What follows belongs to an exercise in optimizing a design on an open flow for small area, a short achievable clock period and few clock cycles; a production flow would make more cautious choices. Function was checked by simulation only, so behaviour that the tests miss may differ from the original. Power is estimated from default activity; no workload was simulated.

Design systolic_mm, start of the top module:
module systolic_mm (
    input clk,
    input rst_n,
    input in_valid,
    input in_last,
    input [55:0] a_col,
    input [55:0] b_row,
    output reg out_valid,
    output reg [55:0] out_data
);
clock: 7.5 ns
lec_check: 0
abc_clock_period_in_ps: 3000
cap_margin: 20
core_margin: 2
core_utilization: 65
cts_cluster_diameter: 80
cts_cluster_size: 30
place_density: 0.72
setup_slack_margin: 4.4
slew_margin: 20
synth_hierarchical: 1
synth_minimum_keep_size: 0
standard.sh (not shown) runs the stock make flow with config.mk's settings and CLKGATE_MAP_FILE= SYNTH_SCRIPT=/design/flow/synth_recipe.tcl, a recipe that flattens the netlist after the stock synthesis.
==> flow/flow/run.sh <==
#!/bin/bash
set -euo pipefail
export BUFFER_PORTS_ARGS="-buffer_cell sky130_fd_sc_hd__buf_4"
bash standard.sh finish > standard_flow.log 2>&1
Testbench counts at the start, summed over its fixed seeds: cycles 6,216.
Rerun with:
- CORE_UTILIZATION: 65 -> 70
- PLACE_DENSITY: 0.72 -> 0.78
- SETUP_SLACK_MARGIN: 4.4 -> 4.45
The new run completed without violations; synthesized cell count does not change; via count increases by 3.2%; final area goes up by 1.7%; power is about the same; wire length grows by 2.1%; count of clock-buffer cells in the layout drops by 21.
Rerun with:
==> flow/run.sh (new file) <==
#!/bin/bash
# synth_recipe.tcl (not shown) runs the flow's synth.tcl, then flattens the netlist and writes it again
# the make line also repeats each setting of config.mk as NAME=value (left out here)
make -C /OpenROAD-flow-scripts/flow DESIGN_CONFIG=/design/flow/config.mk WORK_HOME=/design/flow/orfs CLKGATE_MAP_FILE= SYNTH_SCRIPT=/design/flow/synth_recipe.tcl finish
- CORE_UTILIZATION: 70 -> 50
- CTS_CLUSTER_DIAMETER: 80 -> unset
- CTS_CLUSTER_SIZE: 30 -> unset
- PLACE_DENSITY: 0.78 -> unset
- SETUP_SLACK_MARGIN: 4.45 -> 4.25
removed: flow/flow/run.sh
removed: flow/standard.sh
After rerunning: Setup slack gets worse by 0.16 ns; sequential cell count does not change; final cell count came out higher by a little under a tenth; die area rose by well over a third; total power climbs by a few percent; final area drops slightly; clock power came out higher by well over a third; wire length goes down by a few percent; fmax fell by a few percent; first-iteration DRC count came out lower by a quarter to a third; sequential power stays flat.
Rerun with:
==> flow/flow/run.sh (new file) <==
#!/bin/bash
set -euo pipefail
export BUFFER_PORTS_ARGS="-buffer_cell sky130_fd_sc_hd__buf_4"
bash standard.sh finish > standard_flow.log 2>&1
==> flow/standard.sh (new file) <==
#!/bin/bash
# synth_recipe.tcl (not shown) runs the flow's synth.tcl, then flattens the netlist and writes it again
# the make line also repeats each setting of config.mk as NAME=value (left out here)
make -C /OpenROAD-flow-scripts/flow DESIGN_CONFIG=/design/flow/config.mk WORK_HOME=/design/flow/orfs CLKGATE_MAP_FILE= SYNTH_SCRIPT=/design/flow/synth_recipe.tcl "${@:-finish}"
- CORE_UTILIZATION: 50 -> 60
- CTS_CLUSTER_DIAMETER: unset -> 80
- CTS_CLUSTER_SIZE: unset -> 30
- PLACE_DENSITY: unset -> 0.68
- SETUP_SLACK_MARGIN: 4.25 -> 4.4
removed: flow/run.sh
Via count rose by 2.5%.
First-iteration DRC count rose by 22%.
Global-route usage rose by 6.2 points.
Worst setup slack improved by 0.19 ns.
Clock-buffer cell count fell by 156.
Design area fell by 0.39%.
Non-clock buffer count rose by 99.
Final cell count fell by 4.1%.
Rerun with:
- CORE_UTILIZATION: 60 -> 50
- PLACE_DENSITY: 0.68 -> unset
- SETUP_SLACK_MARGIN: 4.4 -> 4.45
=> The new run ran to the end with no violations; maximum frequency went down by 0.42%; power went up by 0.81%; non-clock buffer count went up by 85; area after synthesis does not change; setup slack got worse by 0.013 ns; worst hold slack got worse by 0.0084 ns; core utilization went down by 9.4 points; clock skew hardly moves.

Starting RTL as in the previous note.
Settings: LEC_CHECK=0, ABC_CLOCK_PERIOD_IN_PS=3000, CAP_MARGIN=20, CORE_MARGIN=2, CORE_UTILIZATION=55, CTS_CLUSTER_DIAMETER=80, CTS_CLUSTER_SIZE=30, PLACE_DENSITY=0.64, SETUP_SLACK_MARGIN=4.45, SLEW_MARGIN=20, SYNTH_HIERARCHICAL=1, SYNTH_MINIMUM_KEEP_SIZE=0; clock period 7.5 ns.
==> flow/flow/run.sh <==
#!/bin/bash
set -euo pipefail
export BUFFER_PORTS_ARGS="-buffer_cell sky130_fd_sc_hd__buf_4"
bash standard.sh finish > standard_flow.log 2>&1
Testbench counts at the start, summed over its fixed seeds: cycles 6,216.
Rerun with:
- CORE_UTILIZATION: 55 -> 62
- PLACE_DENSITY: 0.64 -> 0.7
- SETUP_SLACK_MARGIN: 4.45 -> 4.42
=>
- worst setup slack improved by 15 ps
- design area falls by 1.5%
- clock skew falls by 22 ps
- synthesized area does not change
- via count rises by 0.53%
- synthesized cell count is unchanged
Rerun with:
- CORE_UTILIZATION: 62 -> 60
- PLACE_DENSITY: 0.7 -> 0.68
- SETUP_SLACK_MARGIN: 4.42 -> 4.45
Cell area increases by 0.72%.
Area after synthesis stays the same.
Via count grows by 0.50%.
Setup slack gains 29 ps.
Sequential power is higher by about 2%.
Die area goes up by 3.3%.
Hold slack is worse by 11 ps.
Clock skew goes down by 14 ps.
Cell count is higher by 1.2%.
Total power stays flat.
Synthesized cell count is unchanged.
Rerun with:
- CORE_UTILIZATION: 60 -> 50
- CTS_CLUSTER_DIAMETER: 80 -> default
- CTS_CLUSTER_SIZE: 30 -> default
- PLACE_DENSITY: 0.68 -> default
- SETUP_SLACK_MARGIN: 4.45 -> 4.25
After rerunning:
- The new run passed the timing, DRC and antenna checks
- area after synthesis is unchanged
- critical path depth is unchanged
- power climbs by about 2%
- hold slack degrades by 4.3 ps
- utilization drops by 12 points
- cell count climbs by about 4%
- fmax drops by 6.9%
- cell area drops by about 1.5%
- wire length drops by about 6%
- global-route usage drops by 6.8 points

separate check: timing with driven ports:
The results above use ideal ports. As a check the final layouts listed here were re-extracted and re-timed, cells and wires unchanged.
Step 1, drivers: a clkbuf_16 drives clk and a buf_2 each remaining input, both assumed.
Step 2 adds t to the input delays and takes it off the output delays; t is the mean of the earliest and latest rising clock arrival at the registers after step 1. Input paths then give back, and output paths get back, about the clock's delay inside the block.
Three values: ideal, step 1, step 2; two values: the first two.
run | t, ns | slack for setup (ns) | pins driven straight from the clock port
the first run of note 1 | 0.949 | 4.251 / 4.251 / 3.989 | 1
the second run of note 1 | 0.945 | 4.348 / 4.348 / 3.961 | 1
the third run of note 1 | 1.014 | 4.189 / 4.189 / 3.436 | 1
the fourth run of note 1 | 0.946 | 4.383 / 4.383 / 4.028 | 1
the fifth run of note 1 | 0.985 | 4.369 / 4.369 / 4.108 | 1
the first run of note 2 | 0.982 | 4.385 / 4.350 / 4.010 | 1
the second run of note 2 | 0.949 | 4.400 / 4.400 / 3.970 | 1
the third run of note 2 | 0.921 | 4.430 / 4.430 / 3.969 | 1
the fourth run of note 2 | 1.014 | 4.201 / 4.201 / 3.876 | 1
After both steps every run listed still meets setup and hold. For the third run of note 1, which loses most, drivers alone change the setup slack by 0.000 ns; drivers and shift together by -0.753 ns.
